This design comes from an exercise in tuning for small area and a short achievable clock period on the open sky130 flow, not from production work.
The RTL was checked by simulation tests, not by an equivalence proof against the original design.
Power is estimated from default activity; no workload was simulated.

==> flow/design.v <==
module riscv_pipe(
    input         clk,
    input         res,
    output [31:0] imem_addr,
    input  [31:0] imem_rdata,
    output [31:0] dmem_addr,
    output [31:0] dmem_wdata,
    output        dmem_we,
    output        dmem_re,
    input  [31:0] dmem_rdata,
    output        wb_we,
    output [4:0]  wb_rd,
    output [31:0] wb_data
);
    reg [31:0] pc;           
    reg [31:0] ir;           
    reg [31:0] oh1, oh2;     
    reg        fw1, fw2;     
    reg [31:0] p_x, g_x;     
    reg [31:0] sd_x;         
    reg [4:0]  rd_x;
    reg        rw_x, ld_x, st_x, br_x;
    reg        sub_x, log_x;
    reg [1:0]  lop_x;        
    reg [31:0] pc_x;         
    reg [7:0]  toff_x;       
    reg [31:0] alu_m;        
    reg [31:0] sd_m;
    reg [4:0]  rd_m;
    reg        rw_m, ld_m, st_m;
    reg [31:0] t_m;          
    reg        tinc_m, tdec_m;
    reg        pcsrc;
    reg [31:0] sumpc;
    reg [31:0] wd;           
    reg [4:0]  rd_w;
    reg        rw_w;
    reg [3:0]  weh_w;        
    reg [7:0]  wel_w;        
    reg [31:0] rf [0:31];
    function [31:0] ks_sum;
        input [31:0] p, g;
        input        cin;
        reg   [31:0] gc, pc_, gn, pn;
        integer      d, b;
        begin
            gc = {g[31:1], g[0] | (p[0] & cin)};
            pc_ = p;
            for (d = 1; d < 32; d = d * 2) begin
                gn = gc;
                pn = pc_;
                for (b = d; b < 32; b = b + 1) begin
                    gn[b] = gc[b] | (pc_[b] & gc[b-d]);
                    pn[b] = pc_[b] & pc_[b-d];
                end
                gc = gn;
                pc_ = pn;
            end
            ks_sum = p ^ {gc[30:0], cin};
        end
    endfunction
    wire [6:0] n_opc = imem_rdata[6:0];
    wire n_st  = n_opc == 7'b0100011;
    wire n_src = n_opc == 7'b0010011 || n_opc == 7'b0000011 || n_st;
    wire nfw1  = rd_x != imem_rdata[19:15];
    wire nfw2  = rd_x != imem_rdata[24:20];
    always @(posedge clk)
        if (res)
            pc <= 32'd0;
        else
            pc <= pcsrc ? sumpc : ks_sum(pc ^ 32'd4, pc & 32'd4, 1'b0);
    always @(posedge clk)
        if (res)
            {ir[24:15], ir[11:0]} <= 22'd0;
        else
            {ir[24:15], ir[11:0]} <= {imem_rdata[24:15], imem_rdata[11:0]};
    always @(posedge clk)
        if (res) begin
            oh1 <= 32'd0;
            oh2 <= 32'd0;
            fw1 <= 1'b0;
            fw2 <= 1'b0;
        end else begin
            oh1 <= nfw1 ? 32'd1 << imem_rdata[19:15] : 32'd0;
            oh2 <= (nfw2 & ~n_src) | n_st ? 32'd1 << imem_rdata[24:20] : 32'd0;
            fw1 <= ~nfw1;
            fw2 <= ~nfw2;
        end
    always @(posedge clk) begin
        ir[31:25] <= imem_rdata[31:25];
        ir[14:12] <= imem_rdata[14:12];
    end
    wire [6:0] opc = ir[6:0];
    wire [4:0] rs1 = ir[19:15];
    wire [4:0] rs2 = ir[24:20];
    wire [2:0] f3  = ir[14:12];
    wire [6:0] f7  = ir[31:25];
    wire is_r  = opc == 7'b0110011;
    wire is_i  = opc == 7'b0010011;
    wire is_ld = opc == 7'b0000011;
    wire is_st = opc == 7'b0100011;
    wire is_br = opc == 7'b1100011;
    reg [6:0] imm7;
    always @(*)
        case (opc)
            7'b0000011, 7'b0001111, 7'b0011011, 7'b1100111, 7'b1110011, 7'b0010011:
                imm7 = ir[26:20];
            7'b0100011: imm7 = {ir[26:25], ir[11:7]};
            7'b1100011, 7'b1101111: imm7 = {ir[26:25], ir[11:8], 1'b0};
            default:    imm7 = 7'd0;
        endcase
    reg a_sub, a_log;
    reg [1:0] a_lop;
    always @(*) begin
        a_sub = 1'b0; a_log = 1'b0; a_lop = 2'b00;
        if (is_br)
            a_sub = 1'b1;
        else if (is_r) begin
            if (f7 == 7'b0000000 && f3 == 3'b000) ;
            else if (f7 == 7'b0100000 && f3 == 3'b000) a_sub = 1'b1;
            else if (f7 == 7'b0000000 && f3 == 3'b110) begin a_log = 1'b1; a_lop = 2'b01; end
            else if (f7 == 7'b0000000 && f3 == 3'b100) begin a_log = 1'b1; a_lop = 2'b10; end
            else a_log = 1'b1;
        end else if (is_i) begin
            if (f3 == 3'b000) ;
            else if (f3 == 3'b110) begin a_log = 1'b1; a_lop = 2'b01; end
            else if (f3 == 3'b100) begin a_log = 1'b1; a_lop = 2'b10; end
            else a_log = 1'b1;
        end
    end
    wire [31:0] wd_next = ld_m ? dmem_rdata : alu_m;
    wire alusrc = is_i | is_ld | is_st;
    reg [31:0] rdata1, rdata2;
    integer i;
    always @(*) begin
        rdata1 = 32'd0;
        rdata2 = 32'd0;
        for (i = 0; i < 32; i = i + 1) begin
            rdata1 = rdata1 | ({32{oh1[i]}} & rf[i]);
            rdata2 = rdata2 | ({32{oh2[i]}} & rf[i]);
        end
    end
    wire [31:0] opnd2  = (is_st ? 32'd0 : rdata2) | ({32{fw2}} & wd_next) |
                         ({32{~fw2 & alusrc}} & {25'd0, imm7});
    wire [31:0] opnd1  = rdata1 | ({32{fw1}} & wd_next);
    wire [31:0] opnd2s = a_sub ? ~opnd2 : opnd2;
    always @(posedge clk)
        if (res) begin
            rd_x <= 5'd0; rw_x <= 1'b0; ld_x <= 1'b0; st_x <= 1'b0; br_x <= 1'b0;
            log_x <= 1'b1; lop_x <= 2'b11;
        end else begin
            rd_x   <= ir[11:7];
            rw_x   <= is_r | is_i | is_ld;
            ld_x   <= is_ld;
            st_x   <= is_st;
            br_x   <= is_br;
            log_x  <= a_log;
            lop_x  <= a_lop;
        end
    always @(posedge clk) begin
        p_x    <= opnd1 ^ opnd2s;
        g_x    <= opnd1 & opnd2s;
        sd_x   <= rdata2;
        sub_x  <= a_sub;
        pc_x   <= pc;
        toff_x <= {1'b0, imm7} - 8'd12;
    end
    wire [31:0] sum = ks_sum(p_x, g_x, sub_x);
    reg  [31:0] logic_r;
    always @(*)
        case (lop_x)
            2'b00:   logic_r = g_x;
            2'b01:   logic_r = p_x | g_x;
            2'b10:   logic_r = p_x;
            default: logic_r = 32'd0;
        endcase
    wire [31:0] alu = log_x ? logic_r : sum;
    wire [31:0] toff16 = {16'd0, {8{toff_x[7]}}, toff_x};
    wire [31:0] tlo    = ks_sum({16'd0, pc_x[15:0]} ^ toff16, {16'd0, pc_x[15:0]} & toff16, 1'b0);
    always @(posedge clk)
        if (res) begin
            rd_m <= 5'd1; rw_m <= 1'b0; ld_m <= 1'b0; st_m <= 1'b0;
        end else begin
            rd_m  <= rd_x;
            rw_m  <= rw_x;
            ld_m  <= ld_x;
            st_m  <= st_x;
        end
    always @(posedge clk) begin
        alu_m <= alu;
        t_m    <= {pc_x[31:16], tlo[15:0]};
        tinc_m <= tlo[16] & ~toff_x[7];
        tdec_m <= ~tlo[16] & toff_x[7];
        sd_m  <= sd_x;
    end
    always @(posedge clk)
        if (res)
            pcsrc <= 1'b0;
        else
            pcsrc <= br_x & ~|alu_m;
    reg [15:0] thi;
    integer j;
    always @(*)
        for (j = 0; j < 16; j = j + 1)
            thi[j] = t_m[16+j] ^ ((tinc_m & (&(t_m[16+:16] | ~(16'hFFFF >> (16-j))))) |
                                  (tdec_m & ~(|(t_m[16+:16] & (16'hFFFF >> (16-j))))));
    always @(posedge clk)
        sumpc <= {thi, t_m[15:0]};
    always @(posedge clk)
        if (res) begin
            rw_w  <= 1'b0;
            weh_w <= 4'd0;
            wd    <= 32'd0;
        end else begin
            rw_w  <= rw_m;
            weh_w <= rw_m ? 4'd1 << rd_m[4:3] : 4'd0;
            wd    <= wd_next;
        end
    always @(posedge clk) begin
        rd_w  <= rd_m;
        wel_w <= 8'd1 << rd_m[2:0];
    end
    reg res_q;
    always @(posedge clk)
        res_q <= res;
    genvar g;
    generate
        for (g = 0; g < 32; g = g + 1) begin : regs
            wire we = res_q | (weh_w[g/8] & wel_w[g%8]);
            always @(posedge clk)
                if (we)
                    rf[g] <= wd;
        end
    endgenerate
    assign imem_addr  = pc;
    assign dmem_addr  = alu_m;
    assign dmem_wdata = sd_m;
    assign dmem_we    = st_m;
    assign dmem_re    = ld_m;
    assign wb_we      = rw_w;
    assign wb_rd      = rd_w;
    assign wb_data    = wd;
endmodule
clock: 7.0 ns
lec_check: 0
cap_margin: 20
core_margin: 2
core_utilization: 45
place_density: 0.55
setup_slack_margin: 4.3
slew_margin: 20
tns_end_percent: 5
standard.sh (not shown) runs the stock make flow with config.mk's settings and CLKGATE_MAP_FILE= SYNTH_SCRIPT=/design/flow/synth_recipe.tcl, a recipe that flattens the netlist after the stock synthesis.
==> flow/flow/run.sh <==
#!/bin/bash
# The standard ORFS layout (standard.sh), with these make variables changed:
#  - the port buffers are buf_2 cells (the default pick is a slow delay buffer)
#  - repair may resize a cell into one of another footprint
#  - clock tree synthesis inserts no dummy loads and clusters up to 24
#    flip-flops within 60 um per leaf buffer
# make's output goes to flow_make.log; each ORFS step logs to orfs/logs/.
set -o pipefail
bash standard.sh MATCH_CELL_FOOTPRINT=0 \
    "BUFFER_PORTS_ARGS=-buffer_cell sky130_fd_sc_hd__buf_2" \
    "CTS_ARGS=-sink_clustering_enable -repair_clock_nets -dont_use_dummy_load -sink_clustering_size 24 -sink_clustering_max_diameter 60" \
    finish > flow_make.log 2>&1
Rerun with:
--- a/flow/design.v
+++ b/flow/design.v
@@ -14,9 +14,8 @@
 );
     reg [31:0] pc;           
     reg [31:0] ir;           
     reg [31:0] oh1, oh2;     
-    reg        fw1, fw2;     
     reg [31:0] p_x, g_x;     
     reg [31:0] sd_x;         
     reg [4:0]  rd_x;
     reg        rw_x, ld_x, st_x, br_x;
@@ -34,10 +33,8 @@
     reg [31:0] sumpc;
     reg [31:0] wd;           
     reg [4:0]  rd_w;
     reg        rw_w;
-    reg [3:0]  weh_w;        
-    reg [7:0]  wel_w;        
     reg [31:0] rf [0:31];
     function [31:0] ks_sum;
         input [31:0] p, g;
         input        cin;
@@ -58,13 +55,8 @@
             end
             ks_sum = p ^ {gc[30:0], cin};
         end
     endfunction
-    wire [6:0] n_opc = imem_rdata[6:0];
-    wire n_st  = n_opc == 7'b0100011;
-    wire n_src = n_opc == 7'b0010011 || n_opc == 7'b0000011 || n_st;
-    wire nfw1  = rd_x != imem_rdata[19:15];
-    wire nfw2  = rd_x != imem_rdata[24:20];
     always @(posedge clk)
         if (res)
             pc <= 32'd0;
         else
@@ -77,15 +69,11 @@
     always @(posedge clk)
         if (res) begin
             oh1 <= 32'd0;
             oh2 <= 32'd0;
-            fw1 <= 1'b0;
-            fw2 <= 1'b0;
         end else begin
-            oh1 <= nfw1 ? 32'd1 << imem_rdata[19:15] : 32'd0;
-            oh2 <= (nfw2 & ~n_src) | n_st ? 32'd1 << imem_rdata[24:20] : 32'd0;
-            fw1 <= ~nfw1;
-            fw2 <= ~nfw2;
+            oh1 <= 32'd1 << imem_rdata[19:15];
+            oh2 <= 32'd1 << imem_rdata[24:20];
         end
     always @(posedge clk) begin
         ir[31:25] <= imem_rdata[31:25];
         ir[14:12] <= imem_rdata[14:12];
@@ -128,8 +116,10 @@
             else a_log = 1'b1;
         end
     end
     wire [31:0] wd_next = ld_m ? dmem_rdata : alu_m;
+    wire fwd1 = rd_m == rs1;
+    wire fwd2 = rd_m == rs2;
     wire alusrc = is_i | is_ld | is_st;
     reg [31:0] rdata1, rdata2;
     integer i;
     always @(*) begin
@@ -139,11 +129,10 @@
             rdata1 = rdata1 | ({32{oh1[i]}} & rf[i]);
             rdata2 = rdata2 | ({32{oh2[i]}} & rf[i]);
         end
     end
-    wire [31:0] opnd2  = (is_st ? 32'd0 : rdata2) | ({32{fw2}} & wd_next) |
-                         ({32{~fw2 & alusrc}} & {25'd0, imm7});
-    wire [31:0] opnd1  = rdata1 | ({32{fw1}} & wd_next);
+    wire [31:0] opnd2  = fwd2 ? wd_next : alusrc ? {25'd0, imm7} : rdata2;
+    wire [31:0] opnd1  = fwd1 ? wd_next : rdata1;
     wire [31:0] opnd2s = a_sub ? ~opnd2 : opnd2;
     always @(posedge clk)
         if (res) begin
             rd_x <= 5'd0; rw_x <= 1'b0; ld_x <= 1'b0; st_x <= 1'b0; br_x <= 1'b0;
@@ -206,31 +195,27 @@
                                   (tdec_m & ~(|(t_m[16+:16] & (16'hFFFF >> (16-j))))));
     always @(posedge clk)
         sumpc <= {thi, t_m[15:0]};
     always @(posedge clk)
-        if (res) begin
-            rw_w  <= 1'b0;
-            weh_w <= 4'd0;
-            wd    <= 32'd0;
-        end else begin
-            rw_w  <= rw_m;
-            weh_w <= rw_m ? 4'd1 << rd_m[4:3] : 4'd0;
-            wd    <= wd_next;
-        end
-    always @(posedge clk) begin
-        rd_w  <= rd_m;
-        wel_w <= 8'd1 << rd_m[2:0];
+        if (res)
+            rw_w <= 1'b0;
+        else
+            rw_w <= rw_m;
+    always @(posedge clk) begin
+        wd   <= wd_next;
+        rd_w <= rd_m;
     end
     reg res_q;
     always @(posedge clk)
         res_q <= res;
+    wire [31:0] wdr = res_q ? 32'd0 : wd;
     genvar g;
     generate
         for (g = 0; g < 32; g = g + 1) begin : regs
-            wire we = res_q | (weh_w[g/8] & wel_w[g%8]);
+            wire we = res_q | (rw_w & (rd_w == g));
             always @(posedge clk)
                 if (we)
-                    rf[g] <= wd;
+                    rf[g] <= wdr;
         end
     endgenerate
     assign imem_addr  = pc;
     assign dmem_addr  = alu_m;
Outcome: The new run ran to the end with no violations. Power is higher by 4.1%. Setup slack is worse by 0.031 ns. Critical path depth does not change. Global-route usage is lower by 1.8 points. Fmax is lower by 1.0%. Via count is lower by 2.2%. Final cell count is higher by 0.41%. Area after synthesis is higher by 0.68%. Design area is lower by 0.63%. Hold slack is worse by 0.027 ns. Core utilization is lower by 0.52 points. Clock power is lower by about 2%. Synthesized cell count is higher by 2.3%.

[port drivers added, routing unchanged]
No port has a modelled driver above. Below, the same layouts with a new extraction and two added sets of constraints. Step 1 (the two cells are an assumption about what drives the block):
set clk [get_ports {clk}]
set_driving_cell -lib_cell sky130_fd_sc_hd__clkbuf_16 $clk
set_driving_cell -lib_cell sky130_fd_sc_hd__buf_2 [delete_from_list [all_inputs] $clk]
Step 2 moves the port delays by t, midway between the first and last clock arrival at a register: inputs arrive t later, outputs are due t later. That takes back most of the time a late clock gives input paths. a / b / c = ideal / step 1 / step 2; a / b = the first two.
run | t (ns) | slack for setup (ns) | worst register clock-pin slew, ns
the first run | 0.817 | 4.102 / 4.021 / 3.676 | 0.10 / 0.10
the second run | 0.806 | 4.071 / 4.071 / 3.990 | 0.10 / 0.10
After both steps setup and hold are still met in every run listed. For the first run, which loses most, drivers alone change the setup slack by -0.081 ns; drivers and shift together by -0.426 ns.
